From an optimization exercise on the open Yosys and OpenROAD flow, aimed at small area and a short achievable clock period; shortcuts taken in it are not production practice. Where RTL was checked, it was by simulation tests only, not by an equivalence proof against the original.

==> inputs of yarrow <==
## cordic
module cordic #(
    parameter data_width = 16,
    parameter iterations = 15
    )(
    input clk,
    input reset_n,
    input logic signed [data_width-1:0] angle,
    input logic signed [data_width-1:0] x_i,
    input logic signed [data_width-1:0] y_i,
    output logic signed [data_width-1:0] cos,
    output logic signed [data_width-1:0] sin,
    input valid_in,
    output logic valid_out
    );
clock: 4.0 ns
lec_check: 0
abc_area: 1
cap_margin: 20
core_margin: 2
core_utilization: 40
setup_slack_margin: 2.0
slew_margin: 20
standard.sh (not shown) runs the stock make flow with config.mk's settings and CLKGATE_MAP_FILE= SYNTH_SCRIPT=/design/flow/synth_recipe.tcl, a recipe that flattens the netlist after the stock synthesis.
==> flow/flow/run.sh <==
#!/bin/bash
# Standard ORFS layout, except that synthesis does not extract full/half adder cells
# (ADDER_MAP_FILE empty), so ABC maps all arithmetic to plain gates.
set -euo pipefail
bash standard.sh ADDER_MAP_FILE= finish > make_finish.log 2>&1
==> inputs of ember, as changes to yarrow <==
--- a/flow/design.v
+++ b/flow/design.v
@@ -9,33 +9,31 @@
     input logic signed [data_width-1:0] y_i,
     output logic signed [data_width-1:0] cos,
     output logic signed [data_width-1:0] sin,
     input valid_in,
     output logic valid_out
     );
-    logic [15:0] vp;
+    logic [14:0] vp;
     always_ff @(posedge clk or negedge reset_n)
         if (!reset_n) vp <= '0;
-        else vp <= {vp[14:0], valid_in};
-    assign valid_out = vp[15];
-    logic [15:0] a_r, x_r, y_r;
-    always_ff @(posedge clk) begin a_r <= angle; x_r <= x_i; y_r <= y_i; end
+        else vp <= {vp[13:0], valid_in};
+    assign valid_out = vp[14];
     logic [15:0] s0, d0, e0, n0;
-    assign s0 = x_r + y_r;
-    assign d0 = x_r - y_r;
-    assign e0 = y_r - x_r;
-    assign n0 = ~x_r + ~y_r + 16'd2;
+    assign s0 = x_i + y_i;
+    assign d0 = x_i - y_i;
+    assign e0 = y_i - x_i;
+    assign n0 = ~x_i + ~y_i + 16'd2;
     logic [14:0] zop, zc;
-    always_comb case (a_r[15:14])
-        2'b00: begin zop = a_r[14:0]; zc = -15'sd12867; end
-        2'b01: begin zop = {1'b0, a_r[13:0]}; zc = -15'sd12867; end
-        2'b10: begin zop = {1'b1, a_r[13:0]}; zc = 15'sd12867; end
-        default: begin zop = ~a_r[14:0]; zc = -15'sd12866; end
+    always_comb case (angle[15:14])
+        2'b00: begin zop = angle[14:0]; zc = -15'sd12867; end
+        2'b01: begin zop = {1'b0, angle[13:0]}; zc = -15'sd12867; end
+        2'b10: begin zop = {1'b1, angle[13:0]}; zc = 15'sd12867; end
+        default: begin zop = ~angle[14:0]; zc = -15'sd12866; end
     endcase
     logic [15:0] x1n, y1n;
-    always_comb case (a_r[15:14])
+    always_comb case (angle[15:14])
         2'b00: begin x1n = d0; y1n = s0; end
         2'b11: begin x1n = s0; y1n = e0; end
         default: begin x1n = n0; y1n = d0; end
     endcase
     logic [14:0] z1n;
     assign z1n = zop + zc;
@@ -249,14 +247,14 @@
     logic [13:0] zn2;
     logic [14:0] zf2;
     assign zf2 = z1[14] ? z1 + 15'd7596 : z1 - 15'd7596;
     assign zn2 = zf2[13:0];
     logic signed [15:0] x2, y2;
     logic [13:0] z2;
-    logic sx2;
     always_ff @(posedge clk) begin x2 <= xn2; y2 <= yn2; z2 <= zn2; end
+    logic sx2;
     always_ff @(posedge clk) sx2 <= ~zn2[13];
     logic [15:0] xo2, yo2;
     logic signed [15:0] ys2, xs2;
     assign ys2 = y2 >>> 2;
     assign xs2 = x2 >>> 2;
     assign xo2 = ys2 ^ {16{sx2}};
@@ -440,14 +438,14 @@
     logic [12:0] zn3;
     logic [13:0] zf3;
     assign zf3 = z2[13] ? z2 + 14'd4013 : z2 - 14'd4013;
     assign zn3 = zf3[12:0];
     logic signed [15:0] x3, y3;
     logic [12:0] z3;
-    logic sx3;
     always_ff @(posedge clk) begin x3 <= xn3; y3 <= yn3; z3 <= zn3; end
+    logic sx3;
     always_ff @(posedge clk) sx3 <= ~zn3[12];
     logic [15:0] xo3, yo3;
     logic signed [15:0] ys3, xs3;
     assign ys3 = y3 >>> 3;
     assign xs3 = x3 >>> 3;
     assign xo3 = ys3 ^ {16{sx3}};
@@ -619,14 +617,14 @@
     logic [11:0] zn4;
     logic [12:0] zf4;
     assign zf4 = z3[12] ? z3 + 13'd2037 : z3 - 13'd2037;
     assign zn4 = zf4[11:0];
     logic signed [15:0] x4, y4;
     logic [11:0] z4;
-    logic sx4;
     always_ff @(posedge clk) begin x4 <= xn4; y4 <= yn4; z4 <= zn4; end
+    logic sx4;
     always_ff @(posedge clk) sx4 <= ~zn4[11];
     logic [15:0] xo4, yo4;
     logic signed [15:0] ys4, xs4;
     assign ys4 = y4 >>> 4;
     assign xs4 = x4 >>> 4;
     assign xo4 = ys4 ^ {16{sx4}};
@@ -778,14 +776,14 @@
     logic [10:0] zn5;
     logic [11:0] zf5;
     assign zf5 = z4[11] ? z4 + 12'd1021 : z4 - 12'd1021;
     assign zn5 = zf5[10:0];
     logic signed [15:0] x5, y5;
     logic [10:0] z5;
-    logic sx5;
     always_ff @(posedge clk) begin x5 <= xn5; y5 <= yn5; z5 <= zn5; end
+    logic sx5;
     always_ff @(posedge clk) sx5 <= ~zn5[10];
     logic [15:0] xo5, yo5;
     logic signed [15:0] ys5, xs5;
     assign ys5 = y5 >>> 5;
     assign xs5 = x5 >>> 5;
     assign xo5 = ys5 ^ {16{sx5}};
@@ -925,14 +923,14 @@
     logic [9:0] zn6;
     logic [10:0] zf6;
     assign zf6 = z5[10] ? z5 + 11'd511 : z5 - 11'd511;
     assign zn6 = zf6[9:0];
     logic signed [15:0] x6, y6;
     logic [9:0] z6;
-    logic sx6;
     always_ff @(posedge clk) begin x6 <= xn6; y6 <= yn6; z6 <= zn6; end
+    logic sx6;
     always_ff @(posedge clk) sx6 <= ~zn6[9];
     logic [15:0] xo6, yo6;
     logic signed [15:0] ys6, xs6;
     assign ys6 = y6 >>> 6;
     assign xs6 = x6 >>> 6;
     assign xo6 = ys6 ^ {16{sx6}};
@@ -1058,14 +1056,14 @@
     assign yn7[14] = y6[14] ^ (yn7_cH ? (~yo6[9] & y6[9] & y6[10] & y6[11] & y6[12] & y6[13]) : (yo6[9] & ~y6[9] & ~y6[10] & ~y6[11] & ~y6[12] & ~y6[13]));
     assign yn7[15] = y6[15] ^ (yn7_cH ? (~yo6[9] & y6[9] & y6[10] & y6[11] & y6[12] & y6[13] & y6[14]) : (yo6[9] & ~y6[9] & ~y6[10] & ~y6[11] & ~y6[12] & ~y6[13] & ~y6[14]));
     logic [8:0] zn7;
     assign zn7 = {~z6[8], z6[7:0]};
     logic signed [15:0] x7, y7;
     logic [8:0] z7;
-    logic sx7;
     always_ff @(posedge clk) begin x7 <= xn7; y7 <= yn7; z7 <= zn7; end
+    logic sx7;
     always_ff @(posedge clk) sx7 <= ~zn7[8];
     logic [15:0] xo7, yo7;
     logic signed [15:0] ys7, xs7;
     assign ys7 = y7 >>> 7;
     assign xs7 = x7 >>> 7;
     assign xo7 = ys7 ^ {16{sx7}};
@@ -1187,14 +1185,14 @@
     assign yn8[14] = y7[14] ^ (yn8_cH ? (~yo7[8] & y7[8] & y7[9] & y7[10] & y7[11] & y7[12] & y7[13]) : (yo7[8] & ~y7[8] & ~y7[9] & ~y7[10] & ~y7[11] & ~y7[12] & ~y7[13]));
     assign yn8[15] = y7[15] ^ (yn8_cH ? (~yo7[8] & y7[8] & y7[9] & y7[10] & y7[11] & y7[12] & y7[13] & y7[14]) : (yo7[8] & ~y7[8] & ~y7[9] & ~y7[10] & ~y7[11] & ~y7[12] & ~y7[13] & ~y7[14]));
     logic [7:0] zn8;
     assign zn8 = {~z7[7], z7[6:0]};
     logic signed [15:0] x8, y8;
     logic [7:0] z8;
-    logic sx8;
     always_ff @(posedge clk) begin x8 <= xn8; y8 <= yn8; z8 <= zn8; end
+    logic sx8;
     always_ff @(posedge clk) sx8 <= ~zn8[7];
     logic [15:0] xo8, yo8;
     logic signed [15:0] ys8, xs8;
     assign ys8 = y8 >>> 8;
     assign xs8 = x8 >>> 8;
     assign xo8 = ys8 ^ {16{sx8}};
@@ -1296,14 +1294,14 @@
     assign yn9[14] = y8[14] ^ (yn9_cH ? (~yo8[7] & y8[7] & y8[8] & y8[9] & y8[10] & y8[11] & y8[12] & y8[13]) : (yo8[7] & ~y8[7] & ~y8[8] & ~y8[9] & ~y8[10] & ~y8[11] & ~y8[12] & ~y8[13]));
     assign yn9[15] = y8[15] ^ (yn9_cH ? (~yo8[7] & y8[7] & y8[8] & y8[9] & y8[10] & y8[11] & y8[12] & y8[13] & y8[14]) : (yo8[7] & ~y8[7] & ~y8[8] & ~y8[9] & ~y8[10] & ~y8[11] & ~y8[12] & ~y8[13] & ~y8[14]));
     logic [6:0] zn9;
     assign zn9 = {~z8[6], z8[5:0]};
     logic signed [15:0] x9, y9;
     logic [6:0] z9;
-    logic sx9;
     always_ff @(posedge clk) begin x9 <= xn9; y9 <= yn9; z9 <= zn9; end
+    logic sx9;
     always_ff @(posedge clk) sx9 <= ~zn9[6];
     logic [15:0] xo9, yo9;
     logic signed [15:0] ys9, xs9;
     assign ys9 = y9 >>> 9;
     assign xs9 = x9 >>> 9;
     assign xo9 = ys9 ^ {16{sx9}};
@@ -1393,14 +1391,14 @@
     assign yn10[14] = y9[14] ^ (yn10_cH ? (~yo9[6] & y9[6] & y9[7] & y9[8] & y9[9] & y9[10] & y9[11] & y9[12] & y9[13]) : (yo9[6] & ~y9[6] & ~y9[7] & ~y9[8] & ~y9[9] & ~y9[10] & ~y9[11] & ~y9[12] & ~y9[13]));
     assign yn10[15] = y9[15] ^ (yn10_cH ? (~yo9[6] & y9[6] & y9[7] & y9[8] & y9[9] & y9[10] & y9[11] & y9[12] & y9[13] & y9[14]) : (yo9[6] & ~y9[6] & ~y9[7] & ~y9[8] & ~y9[9] & ~y9[10] & ~y9[11] & ~y9[12] & ~y9[13] & ~y9[14]));
     logic [5:0] zn10;
     assign zn10 = {~z9[5], z9[4:0]};
     logic signed [15:0] x10, y10;
     logic [5:0] z10;
-    logic sx10;
     always_ff @(posedge clk) begin x10 <= xn10; y10 <= yn10; z10 <= zn10; end
+    logic sx10;
     always_ff @(posedge clk) sx10 <= ~zn10[5];
     logic [15:0] xo10, yo10;
     logic signed [15:0] ys10, xs10;
     assign ys10 = y10 >>> 10;
     assign xs10 = x10 >>> 10;
     assign xo10 = ys10 ^ {16{sx10}};
@@ -1478,14 +1476,14 @@
     assign yn11[14] = y10[14] ^ (yn11_cH ? (~yo10[5] & y10[5] & y10[6] & y10[7] & y10[8] & y10[9] & y10[10] & y10[11] & y10[12] & y10[13]) : (yo10[5] & ~y10[5] & ~y10[6] & ~y10[7] & ~y10[8] & ~y10[9] & ~y10[10] & ~y10[11] & ~y10[12] & ~y10[13]));
     assign yn11[15] = y10[15] ^ (yn11_cH ? (~yo10[5] & y10[5] & y10[6] & y10[7] & y10[8] & y10[9] & y10[10] & y10[11] & y10[12] & y10[13] & y10[14]) : (yo10[5] & ~y10[5] & ~y10[6] & ~y10[7] & ~y10[8] & ~y10[9] & ~y10[10] & ~y10[11] & ~y10[12] & ~y10[13] & ~y10[14]));
     logic [4:0] zn11;
     assign zn11 = {~z10[4], z10[3:0]};
     logic signed [15:0] x11, y11;
     logic [4:0] z11;
-    logic sx11;
     always_ff @(posedge clk) begin x11 <= xn11; y11 <= yn11; z11 <= zn11; end
+    logic sx11;
     always_ff @(posedge clk) sx11 <= ~zn11[4];
     logic [15:0] xo11, yo11;
     logic signed [15:0] ys11, xs11;
     assign ys11 = y11 >>> 11;
     assign xs11 = x11 >>> 11;
     assign xo11 = ys11 ^ {16{sx11}};
@@ -1559,14 +1557,14 @@
     assign yn12[14] = y11[14] ^ (yn12_cH ? (~yo11[4] & y11[4] & y11[5] & y11[6] & y11[7] & y11[8] & y11[9] & y11[10] & y11[11] & y11[12] & y11[13]) : (yo11[4] & ~y11[4] & ~y11[5] & ~y11[6] & ~y11[7] & ~y11[8] & ~y11[9] & ~y11[10] & ~y11[11] & ~y11[12] & ~y11[13]));
     assign yn12[15] = y11[15] ^ (yn12_cH ? (~yo11[4] & y11[4] & y11[5] & y11[6] & y11[7] & y11[8] & y11[9] & y11[10] & y11[11] & y11[12] & y11[13] & y11[14]) : (yo11[4] & ~y11[4] & ~y11[5] & ~y11[6] & ~y11[7] & ~y11[8] & ~y11[9] & ~y11[10] & ~y11[11] & ~y11[12] & ~y11[13] & ~y11[14]));
     logic [3:0] zn12;
     assign zn12 = {~z11[3], z11[2:0]};
     logic signed [15:0] x12, y12;
     logic [3:0] z12;
-    logic sx12;
     always_ff @(posedge clk) begin x12 <= xn12; y12 <= yn12; z12 <= zn12; end
+    logic sx12;
     always_ff @(posedge clk) sx12 <= ~zn12[3];
     logic [15:0] xo12, yo12;
     logic signed [15:0] ys12, xs12;
     assign ys12 = y12 >>> 12;
     assign xs12 = x12 >>> 12;
     assign xo12 = ys12 ^ {16{sx12}};
@@ -1628,14 +1626,14 @@
     assign yn13[14] = y12[14] ^ (yn13_cH ? (~yo12[3] & y12[3] & y12[4] & y12[5] & y12[6] & y12[7] & y12[8] & y12[9] & y12[10] & y12[11] & y12[12] & y12[13]) : (yo12[3] & ~y12[3] & ~y12[4] & ~y12[5] & ~y12[6] & ~y12[7] & ~y12[8] & ~y12[9] & ~y12[10] & ~y12[11] & ~y12[12] & ~y12[13]));
     assign yn13[15] = y12[15] ^ (yn13_cH ? (~yo12[3] & y12[3] & y12[4] & y12[5] & y12[6] & y12[7] & y12[8] & y12[9] & y12[10] & y12[11] & y12[12] & y12[13] & y12[14]) : (yo12[3] & ~y12[3] & ~y12[4] & ~y12[5] & ~y12[6] & ~y12[7] & ~y12[8] & ~y12[9] & ~y12[10] & ~y12[11] & ~y12[12] & ~y12[13] & ~y12[14]));
     logic [2:0] zn13;
     assign zn13 = {~z12[2], z12[1:0]};
     logic signed [15:0] x13, y13;
     logic [2:0] z13;
-    logic sx13;
     always_ff @(posedge clk) begin x13 <= xn13; y13 <= yn13; z13 <= zn13; end
+    logic sx13;
     always_ff @(posedge clk) sx13 <= ~zn13[2];
     logic [15:0] xo13, yo13;
     logic signed [15:0] ys13, xs13;
     assign ys13 = y13 >>> 13;
     assign xs13 = x13 >>> 13;
     assign xo13 = ys13 ^ {16{sx13}};
@@ -1693,14 +1691,14 @@
     assign yn14[14] = y13[14] ^ (yn14_cH ? (~yo13[2] & y13[2] & y13[3] & y13[4] & y13[5] & y13[6] & y13[7] & y13[8] & y13[9] & y13[10] & y13[11] & y13[12] & y13[13]) : (yo13[2] & ~y13[2] & ~y13[3] & ~y13[4] & ~y13[5] & ~y13[6] & ~y13[7] & ~y13[8] & ~y13[9] & ~y13[10] & ~y13[11] & ~y13[12] & ~y13[13]));
     assign yn14[15] = y13[15] ^ (yn14_cH ? (~yo13[2] & y13[2] & y13[3] & y13[4] & y13[5] & y13[6] & y13[7] & y13[8] & y13[9] & y13[10] & y13[11] & y13[12] & y13[13] & y13[14]) : (yo13[2] & ~y13[2] & ~y13[3] & ~y13[4] & ~y13[5] & ~y13[6] & ~y13[7] & ~y13[8] & ~y13[9] & ~y13[10] & ~y13[11] & ~y13[12] & ~y13[13] & ~y13[14]));
     logic [1:0] zn14;
     assign zn14 = {~z13[1], z13[0:0]};
     logic signed [15:0] x14, y14;
     logic [1:0] z14;
-    logic sx14;
     always_ff @(posedge clk) begin x14 <= xn14; y14 <= yn14; z14 <= zn14; end
+    logic sx14;
     always_ff @(posedge clk) sx14 <= ~zn14[1];
     logic [15:0] xo14, yo14;
     logic signed [15:0] ys14, xs14;
     assign ys14 = y14 >>> 14;
     assign xs14 = x14 >>> 14;
     assign xo14 = ys14 ^ {16{sx14}};
==> flow/run.sh (new file) <==
#!/bin/bash
# synth_recipe.tcl (not shown) runs the flow's synth.tcl, then flattens the netlist and writes it again
# the make line also repeats each setting of config.mk as NAME=value (left out here)
make -C /OpenROAD-flow-scripts/flow DESIGN_CONFIG=/design/flow/config.mk WORK_HOME=/design/flow/orfs CLKGATE_MAP_FILE= SYNTH_SCRIPT=/design/flow/synth_recipe.tcl finish
- SETUP_SLACK_MARGIN: 2.0 -> 1.5
removed: flow/flow/run.sh
removed: flow/standard.sh
==> inputs of onyx, as changes to yarrow <==
--- a/flow/design.v
+++ b/flow/design.v
@@ -9,36 +9,33 @@
     input logic signed [data_width-1:0] y_i,
     output logic signed [data_width-1:0] cos,
     output logic signed [data_width-1:0] sin,
     input valid_in,
     output logic valid_out
     );
-    logic [15:0] vp;
+    logic [14:0] vp;
     always_ff @(posedge clk or negedge reset_n)
         if (!reset_n) vp <= '0;
-        else vp <= {vp[14:0], valid_in};
-    assign valid_out = vp[15];
-    logic [15:0] a_r, x_r, y_r;
-    always_ff @(posedge clk) begin a_r <= angle; x_r <= x_i; y_r <= y_i; end
-    logic [15:0] s0, d0, e0, n0;
-    assign s0 = x_r + y_r;
-    assign d0 = x_r - y_r;
-    assign e0 = y_r - x_r;
-    assign n0 = ~x_r + ~y_r + 16'd2;
-    logic [14:0] zop, zc;
-    always_comb case (a_r[15:14])
-        2'b00: begin zop = a_r[14:0]; zc = -15'sd12867; end
-        2'b01: begin zop = {1'b0, a_r[13:0]}; zc = -15'sd12867; end
-        2'b10: begin zop = {1'b1, a_r[13:0]}; zc = 15'sd12867; end
-        default: begin zop = ~a_r[14:0]; zc = -15'sd12866; end
-    endcase
+        else vp <= {vp[13:0], valid_in};
+    assign valid_out = vp[14];
+    logic nxx, nxy, nyx, nyy;
+    assign nxx = angle[15] ^ angle[14];
+    assign nxy = ~(angle[15] & angle[14]);
+    assign nyx = angle[15] & angle[14];
+    assign nyy = angle[15] ^ angle[14];
+    logic [15:0] my_i;
+    assign my_i = -y_i;
     logic [15:0] x1n, y1n;
-    always_comb case (a_r[15:14])
-        2'b00: begin x1n = d0; y1n = s0; end
-        2'b11: begin x1n = s0; y1n = e0; end
-        default: begin x1n = n0; y1n = d0; end
+    assign x1n = (x_i ^ {16{nxx}}) + (nxy ? my_i : y_i) + {15'd0, nxx};
+    assign y1n = (x_i ^ {16{nyx}}) + (y_i ^ {16{nyy}}) + {15'd0, nyx | nyy};
+    logic [14:0] zop, zc;
+    always_comb case (angle[15:14])
+        2'b00: begin zop = angle[14:0]; zc = -15'sd12867; end
+        2'b01: begin zop = {1'b0, angle[13:0]}; zc = -15'sd12867; end
+        2'b10: begin zop = {1'b1, angle[13:0]}; zc = 15'sd12867; end
+        default: begin zop = ~angle[14:0]; zc = -15'sd12866; end
     endcase
     logic [14:0] z1n;
     assign z1n = zop + zc;
     logic signed [15:0] x1, y1;
     logic signed [14:0] z1;
     always_ff @(posedge clk) begin x1 <= x1n; y1 <= y1n; z1 <= z1n[14:0]; end
==> flow/flow/run.sh (replaced) <==
#!/bin/bash
# Standard ORFS layout with three changes: synthesis does not extract full/half adder cells
# (ADDER_MAP_FILE empty), so ABC maps all arithmetic to plain gates; every port still gets
# its own buffer, but a sky130_fd_sc_hd__buf_2 rather than the delay cell the default picks;
# and clock tree synthesis inserts no dummy loads.
set -euo pipefail
bash standard.sh ADDER_MAP_FILE= \
  "BUFFER_PORTS_ARGS=-buffer_cell sky130_fd_sc_hd__buf_2" \
  "CTS_ARGS=-sink_clustering_enable -repair_clock_nets -dont_use_dummy_load" \
  finish > make_finish.log 2>&1
- SETUP_SLACK_MARGIN: 2.0 -> 1.8
==> run notes <==
Run status: yarrow timing/DRC/antenna clean; ember timing/DRC/antenna clean; onyx timing/DRC/antenna clean
# fillers: yarrow 9146; ember 8614; onyx 8867
Worst setup slack after placement: yarrow 1.15 ns; ember 0.526 ns; onyx 0.881 ns
Buffering overhead: yarrow 5.46%; ember 4.83%; onyx 4.07%
Number of synthesized register bits: yarrow 667; ember 618; onyx 619
Non-CTS buffers: yarrow 295; ember 234; onyx 222
Sink of the worst hold path: yarrow z10[4]$_DFF_P_; ember z13[1]$_DFF_P_; onyx -
Final weighted congestion of routability-driven global placement: yarrow 0.916; ember 0.900; onyx 0.886
Slack of the worst reg-to-reg path: yarrow 1.96 ns; ember 1.31 ns; onyx 1.90 ns
Arrival time at the worst endpoint: yarrow 2.57 ns; ember 3.22 ns; onyx 2.58 ns
Multi-input gates: yarrow 4188; ember 3117; onyx 3892
Peak per-stage delay on the critical path: yarrow 0.33 ns; ember 0.40 ns; onyx 0.37 ns
Ratio of final minimum period to clock period: yarrow 51.0%; ember 67.3%; onyx 52.6%
Post-Synthesis Cell Area: yarrow 0.0380 mm²; ember 0.0363 mm²; onyx 0.0356 mm²
Initial Util: yarrow 40.2%; ember 40.3%; onyx 40.3%
Number of sequential storage elements: yarrow 667; ember 618; onyx 619
Slew at the pin closest to its max-slew limit: yarrow 0.678 ns; ember 0.876 ns; onyx 0.606 ns
Die area: yarrow 0.0975 mm²; ember 0.0931 mm²; onyx 0.0914 mm²
Met3 WL post-DR: yarrow 3040 µm; ember 2460 µm; onyx 2600 µm
Number of placed cells counting well taps: yarrow 7011; ember 5732; onyx 6526
Via count of the first global-routing pass: yarrow 32261; ember 27104; onyx 28671
First-pass GRT wire length: yarrow 152000 µm; ember 128000 µm; onyx 130000 µm
Layout clock buffers: yarrow 99; ember 89; onyx 71
Number of violations reported at the end of detailed-routing iteration 0: yarrow 1979; ember 1222; onyx 1403
Only the layout flow was run in yarrow and ember; the RTL was not checked for function there.

static timing again, ports no longer ideal:
The flow's constraints put no driver on any port. The routed layouts listed below were extracted and timed again, unchanged, in two steps.
Step 1 (the two cells are an assumption about what drives the block):
set clk [get_ports {clk}]
set_driving_cell -lib_cell sky130_fd_sc_hd__clkbuf_16 $clk
set_driving_cell -lib_cell sky130_fd_sc_hd__buf_2 [delete_from_list [all_inputs] $clk]
Step 2 moves the port delays by t, midway between the first and last clock arrival at a register: inputs arrive t later, outputs are due t later. That takes back most of the time a late clock gives input paths.
Three values: ideal, step 1, step 2; two values: the first two.
run	t, ns	setup WS [ns]	latest minus earliest clock arrival (ns)	slew at the worst register clock pin (ns)	pins driven straight from the clock port
yarrow	0.720	1.958 / 1.958 / 1.958	0.037 / 0.037	0.06 / 0.06	1
ember	0.661	1.309 / 1.309 / 0.912	0.028 / 0.028	0.06 / 0.06	1
onyx	0.658	1.896 / 1.896 / 1.290	0.096 / 0.096	0.06 / 0.06	1
After both steps setup and hold are still met in every run listed. The setup slack of onyx, which loses most, moves by 0.000 ns with the drivers and by -0.606 ns with both steps.
